From an optimization exercise on the open Yosys and OpenROAD flow, aimed at small area, a short achievable clock period and few clock cycles; shortcuts taken in it are not production practice. Function was checked by simulation only, so behaviour that the tests miss may differ from the original.

Setup of before:
==> flow/design.v <==
module rvmyth(
   output [9:0] OUT,
   input CLK,
   input reset,
   output [7:0] imem_addr,
   input [31:0] imem_data,
   output dmem_wr_en,
   output [3:0] dmem_addr,
   output [31:0] dmem_wdata,
   input [31:0] dmem_rdata
);
   wire clk = CLK;
   reg  [9:0]  pc;
   reg         ex_wr;         
   reg         ex_ld;         
   reg         ex_st;         
   reg         ex_br;         
   reg         ex_jalr;       
   reg         ex_pred;       
   reg  [2:0]  ex_f3;
   reg  [4:0]  ex_rd;
   reg  [31:0] ex_a;
   reg  [31:0] ex_b;          
   reg  [3:0]  ex_maddr;      
   reg  [9:0]  ex_pc;
   reg         ex_lui, ex_auipc, ex_link;
   reg         ex_auipc_wr;   
   reg  [9:0]  ex_npc;        
   reg         ex_sub, ex_s_add, ex_s_slt, ex_s_sltu, ex_s_xor, ex_s_or, ex_s_and;
   reg         ex_s_sll, ex_s_srl, ex_s_sra, ex_sh5;
   wire [31:0] ex_res;
   wire [31:0] wb_data = ex_ld ? dmem_rdata : ex_res;
   wire [31:0] xr [0:31];
   assign xr[0] = 32'd0;
   genvar gi;
   generate for (gi = 1; gi < 32; gi = gi + 1) begin : g_rf
      reg [31:0] r;
      always @(posedge clk)
         if (reset) r <= gi;
         else if (ex_wr && ex_rd == gi) r <= wb_data;
      assign xr[gi] = r;
   end endgenerate
   wire [31:0] ins = imem_data;
   wire [6:0]  op  = ins[6:0];
   wire [4:0]  op5 = ins[6:2];
   wire [2:0]  f3  = ins[14:12];
   wire        f7b = ins[30];
   wire [4:0]  rd  = ins[11:7];
   wire [4:0]  rs1 = ins[19:15];
   wire [4:0]  rs2 = ins[24:20];
   wire c_i = op5 == 5'b00000 || op5 == 5'b00001 || op5 == 5'b00100 || op5 == 5'b00110 || op5 == 5'b11001;
   wire c_r = op5 == 5'b01011 || op5 == 5'b10100 || op5 == 5'b01100 || op5 == 5'b01101;
   wire c_b = op5 == 5'b11000;
   wire c_u = op5 == 5'b00101 || op5 == 5'b01101;
   wire c_s = op5 == 5'b01000 || op5 == 5'b01001;
   wire c_j = op5 == 5'b11011;
   wire [31:0] imm = c_i ? {{21{ins[31]}}, ins[30:20]} :
                     c_s ? {{21{ins[31]}}, ins[30:25], ins[11:8], ins[7]} :
                     c_b ? {{20{ins[31]}}, ins[7], ins[30:25], ins[11:8], 1'b0} :
                     c_u ? {ins[31:12], 12'b0} :
                     c_j ? {{12{ins[31]}}, ins[19:12], ins[20], ins[30:21], 1'b0} : 32'b0;
   wire is_opi  = op == 7'b0010011;
   wire is_op   = op == 7'b0110011;
   wire is_bra  = op == 7'b1100011 && f3 != 3'b010 && f3 != 3'b011;
   wire is_jal  = op == 7'b1101111;
   wire is_jalr = op == 7'b1100111 && f3 == 3'b000;
   wire is_load = op == 7'b0000011;
   wire is_lui  = op == 7'b0110111;
   wire is_auipc= op == 7'b0010111;
   wire d_add  = (is_opi && f3 == 3'b000) || (is_op && f3 == 3'b000 && ins[31:25] == 7'b0000000) ||
                 (is_op && f3 == 3'b000 && ins[31:25] == 7'b0100000) || is_load || c_s;
   wire d_sub  = is_op && f3 == 3'b000 && f7b;
   wire d_slt  = (is_opi && f3 == 3'b010) || (is_op && f3 == 3'b010 && ins[31:25] == 7'b0);
   wire d_sltu = (is_opi && f3 == 3'b011) || (is_op && f3 == 3'b011 && ins[31:25] == 7'b0);
   wire d_xor  = (is_opi && f3 == 3'b100) || (is_op && f3 == 3'b100 && ins[31:25] == 7'b0);
   wire d_or   = (is_opi && f3 == 3'b110) || (is_op && f3 == 3'b110 && ins[31:25] == 7'b0);
   wire d_and  = (is_opi && f3 == 3'b111) || (is_op && f3 == 3'b111 && ins[31:25] == 7'b0);
   wire d_sll  = (is_opi || is_op) && f3 == 3'b001 && !f7b;
   wire d_srl  = (is_opi || is_op) && f3 == 3'b101 && !f7b;
   wire d_sra  = (is_opi || is_op) && f3 == 3'b101 && f7b;
   wire d_sh5  = is_opi ? (f3 == 3'b001 || (f3 == 3'b101 && !f7b)) : (f3 == 3'b101 && !f7b);
   wire rd_valid = c_r || c_i || c_u || c_j;
   wire rs2_used = op5 == 5'b01100 || c_s || c_b;
   wire        ex_redirect;
   wire [9:0]  ex_target;
   wire [31:0] rf1 = xr[rs1];
   wire [31:0] rf2 = xr[rs2];
   wire fa_ex  = ex_wr && ex_rd == rs1;
   wire fb_ex  = ex_wr && ex_rd == rs2;
   wire [31:0] a_val = fa_ex ? wb_data : rf1;
   wire        b_ex  = rs2_used && fb_ex;
   wire [31:0] b_val = b_ex ? wb_data : rs2_used ? rf2 : imm;
   wire        fd_sub = d_sub || d_slt || d_sltu || is_bra;
   wire        stall = (is_load || c_s) && fa_ex;
   wire [5:0]  maddr = rf1[5:0] + imm[5:0];
   wire [10:0] pc4    = {1'b0, pc} + 11'd4;
   wire [9:0]  tgt_b  = pc + {ins[29:25], ins[11:8], 1'b0};
   wire [9:0]  tgt_j  = pc + {ins[29:21], 1'b0};
   wire        pred   = is_bra && ins[31];
   wire        jalr_fast = is_jalr && ex_auipc_wr && ex_rd == rs1;
   wire [9:0]  jalr_tgt  = ex_pc + ins[29:20];
   wire        go     = !reset && !ex_redirect && !stall;
   always @(posedge clk) begin
      if (reset)            pc <= 10'd0;
      else if (ex_redirect) pc <= ex_target;
      else if (stall)       pc <= pc;
      else if (jalr_fast)   pc <= jalr_tgt;
      else if (is_jal)      pc <= tgt_j;
      else if (pred)        pc <= tgt_b;
      else                  pc <= pc4[9:0];
   end
   always @(posedge clk) begin
      ex_wr   <= go && rd_valid && rd != 5'd0;
      ex_ld   <= go && is_load;
      ex_st   <= go && c_s;
      ex_br   <= go && is_bra;
      ex_jalr <= go && is_jalr && !jalr_fast;
      ex_auipc_wr <= go && is_auipc && rd != 5'd0;
      ex_pred <= pred;
      ex_f3   <= f3;
      ex_rd   <= rd;
      ex_a    <= a_val;
      ex_b    <= b_val ^ {32{fd_sub}};
      ex_maddr <= maddr[5:2];
      ex_pc   <= pc;
      ex_lui  <= is_lui;
      ex_auipc <= is_auipc;
      ex_link <= is_jal || is_jalr;
      ex_npc  <= pred ? pc4[9:0] : tgt_b;
      ex_sub  <= fd_sub;
      ex_s_add <= d_add || d_sub;
      ex_s_slt <= d_slt;
      ex_s_sltu <= d_sltu;
      ex_s_xor <= d_xor;
      ex_s_or  <= d_or;
      ex_s_and <= d_and;
      ex_s_sll <= d_sll;
      ex_s_srl <= d_srl;
      ex_s_sra <= d_sra;
      ex_sh5   <= d_sh5;
   end
   wire [10:0] ex_pc4 = {1'b0, ex_pc} + 11'd4;
   wire [32:0] sum = {1'b0, ex_a} + {1'b0, ex_b} + {32'd0, ex_sub};
   wire ltu = !sum[32];
   wire lt  = (ex_a[31] == ex_b[31]) ? ex_a[31] : ltu;
   wire eq  = &(ex_a ^ ex_b);
   wire [5:0] sh = {ex_sh5 & ex_b[5], ex_b[4:0]};
   wire [31:0] a_rev, shr_rev;
   genvar gb;
   generate for (gb = 0; gb < 32; gb = gb + 1) begin : g_rev
      assign a_rev[gb] = ex_a[31-gb];
      assign shr_rev[gb] = shr[31-gb];
   end endgenerate
   wire [31:0] sh_in = ex_s_sll ? a_rev : ex_a;
   wire        fill  = ex_s_sra & ex_a[31];
   wire [63:0] shr64 = {{32{fill}}, sh_in} >> sh[4:0];
   wire [31:0] shr   = sh[5] ? {32{fill}} : shr64[31:0];
   assign ex_res = ({32{ex_s_add}}  & sum[31:0]) |
                   ({32{ex_s_slt}}  & {31'd0, lt}) |
                   ({32{ex_s_sltu}} & {31'd0, ltu}) |
                   ({32{ex_s_xor}}  & (ex_a ^ ex_b)) |
                   ({32{ex_s_or}}   & (ex_a | ex_b)) |
                   ({32{ex_s_and}}  & (ex_a & ex_b)) |
                   ({32{ex_s_sll}}  & shr_rev) |
                   ({32{ex_s_srl | ex_s_sra}} & shr) |
                   ({32{ex_lui}}    & {ex_b[31:12], 12'd0}) |
                   ({32{ex_auipc}}  & {ex_b[31:12], 2'b00, ex_pc}) |
                   ({32{ex_link}}   & {21'd0, ex_pc4});
   wire taken = (ex_f3 == 3'b000) ? eq :
                (ex_f3 == 3'b001) ? !eq :
                (ex_f3 == 3'b100) ? lt :
                (ex_f3 == 3'b101) ? !lt :
                (ex_f3 == 3'b110) ? ltu : !ltu;
   assign ex_redirect = ex_jalr || (ex_br && (taken != ex_pred));
   assign ex_target   = ex_jalr ? sum[9:0] : ex_npc;
   assign imem_addr  = pc[9:2];
   assign dmem_wr_en = ex_st;
   assign dmem_addr  = ex_maddr;
   assign dmem_wdata = ex_b;
   assign OUT        = xr[17][9:0];
endmodule
==> flow/config.mk <==
export PLATFORM = sky130hd
export DESIGN_NAME = rvmyth
export DESIGN_NICKNAME = rvmyth
export VERILOG_FILES = /design/flow/design.v
export SDC_FILE = /design/flow/constraint.sdc
export NUM_CORES = 4
export LEC_CHECK = 0
export CAP_MARGIN = 20
export CORE_MARGIN = 2
export CORE_UTILIZATION = 30
export PLACE_DENSITY = 0.45
export SLEW_MARGIN = 20
==> flow/constraint.sdc <==
create_clock -name core_clock -period 10.0 [get_ports {CLK}]
set_input_delay 2.0000 -clock core_clock [delete_from_list [all_inputs] [get_ports {CLK}]]
set_output_delay 2.0000 -clock core_clock [all_outputs]
set_load 0.01 [all_outputs]
standard.sh (not shown) runs the stock make flow with config.mk's settings and CLKGATE_MAP_FILE= SYNTH_SCRIPT=/design/flow/synth_recipe.tcl, a recipe that flattens the netlist after the stock synthesis.
==> flow/flow/run.sh <==
#!/bin/bash
set -euo pipefail
bash standard.sh SETUP_SLACK_MARGIN=6.3 MATCH_CELL_FOOTPRINT=0 \
  "BUFFER_PORTS_ARGS=-buffer_cell sky130_fd_sc_hd__buf_4" finish > make_finish.log 2>&1
Testbench counts of before, summed over its fixed seeds: cycles 91,774.
> inputs changed (before -> after)
-- flow/design.v --
<<< before, line 26
   reg         ex_lui, ex_auipc, ex_link;
   reg         ex_auipc_wr;   
   reg  [9:0]  ex_npc;        
   reg         ex_sub, ex_s_add, ex_s_slt, ex_s_sltu, ex_s_xor, ex_s_or, ex_s_and;
>>> after, line 26
   reg         ex_lui, ex_auipc, ex_link;
   reg         ex_auipc_wr;   
   reg         ex_addz;       
   reg  [9:0]  ex_npc;        
   reg         ex_sub, ex_s_add, ex_s_slt, ex_s_sltu, ex_s_xor, ex_s_or, ex_s_and;
<<< before, line 99
   wire        pred   = is_bra && ins[31];
   wire        jalr_fast = is_jalr && ex_auipc_wr && ex_rd == rs1;
   wire [9:0]  jalr_tgt  = ex_pc + ins[29:20];
   wire        go     = !reset && !ex_redirect && !stall;
>>> after, line 100
   wire        pred   = is_bra && ins[31];
   wire        jalr_fast = is_jalr && ex_auipc_wr && ex_rd == rs1;
   wire        ex_sum_zero = (ex_a ^ ex_b) == {ex_a[30:0] | ex_b[30:0], 1'b0};
   wire        br_fast   = is_bra && f3[2:1] == 2'b00 && rs2 == 5'd0 && ex_addz && ex_rd == rs1;
   wire        br_fast_t = f3[0] ^ ex_sum_zero;
   wire [9:0]  jalr_tgt  = ex_pc + ins[29:20];
   wire        go     = !reset && !ex_redirect && !stall;
<<< before, line 107
      else if (jalr_fast)   pc <= jalr_tgt;
      else if (is_jal)      pc <= tgt_j;
      else if (pred)        pc <= tgt_b;
      else                  pc <= pc4[9:0];
>>> after, line 111
      else if (jalr_fast)   pc <= jalr_tgt;
      else if (is_jal)      pc <= tgt_j;
      else if (br_fast)     pc <= br_fast_t ? tgt_b : pc4[9:0];
      else if (pred)        pc <= tgt_b;
      else                  pc <= pc4[9:0];
<<< before, line 114
      ex_ld   <= go && is_load;
      ex_st   <= go && c_s;
      ex_br   <= go && is_bra;
      ex_jalr <= go && is_jalr && !jalr_fast;
      ex_auipc_wr <= go && is_auipc && rd != 5'd0;
      ex_pred <= pred;
      ex_f3   <= f3;
>>> after, line 119
      ex_ld   <= go && is_load;
      ex_st   <= go && c_s;
      ex_br   <= go && is_bra && !br_fast;
      ex_jalr <= go && is_jalr && !jalr_fast;
      ex_auipc_wr <= go && is_auipc && rd != 5'd0;
      ex_addz <= go && rd != 5'd0 && ((is_opi && f3 == 3'b000) || (is_op && f3 == 3'b000 && ins[31:25] == 7'b0));
      ex_pred <= pred;
      ex_f3   <= f3;
Findings:
The number of nets still failing antenna checks after routing was comparable across after and before. Comparing after with before, the worst clock skew on the final layout came out essentially unchanged. Going from before to after, fraction of area in multi-input gates grows by 0.50 points. [compare] base=before new=after: initial standard-cell utilization of the core roughly the same; final worst setup slack lower; routed wire length higher.
Testbench counts of after, summed over its fixed seeds: cycles 90,365.

==> afterwards: timing with drivers on the ports <==
How much do the figures lean on ideal ports? The routed layouts below were timed once more, with nothing changed but the port constraints.
Step 1 (the two cells are an assumption about what drives the block):
set clk [get_ports {CLK}]
set_driving_cell -lib_cell sky130_fd_sc_hd__clkbuf_16 $clk
set_driving_cell -lib_cell sky130_fd_sc_hd__buf_2 [delete_from_list [all_inputs] $clk]
Step 2 moves the port delays by t, midway between the first and last clock arrival at a register: inputs arrive t later, outputs are due t later. That takes back most of the time a late clock gives input paths.
Slacks: ideal / step 1 / step 2; pairs: ideal / step 1.
run | shift t [ns] | slack for setup (ns) | clock arrival spread, ns | worst register clock-pin slew, ns
before | 0.909 | 5.993 / 5.994 / 5.085 | 0.049 / 0.048 | 0.07 / 0.07
after | 0.935 | 5.963 / 5.872 / 4.936 | 0.049 / 0.049 | 0.07 / 0.07
After both steps setup and hold are still met in every run listed. The setup slack of after, which loses most, moves by -0.091 ns with the drivers and by -1.027 ns with both steps.
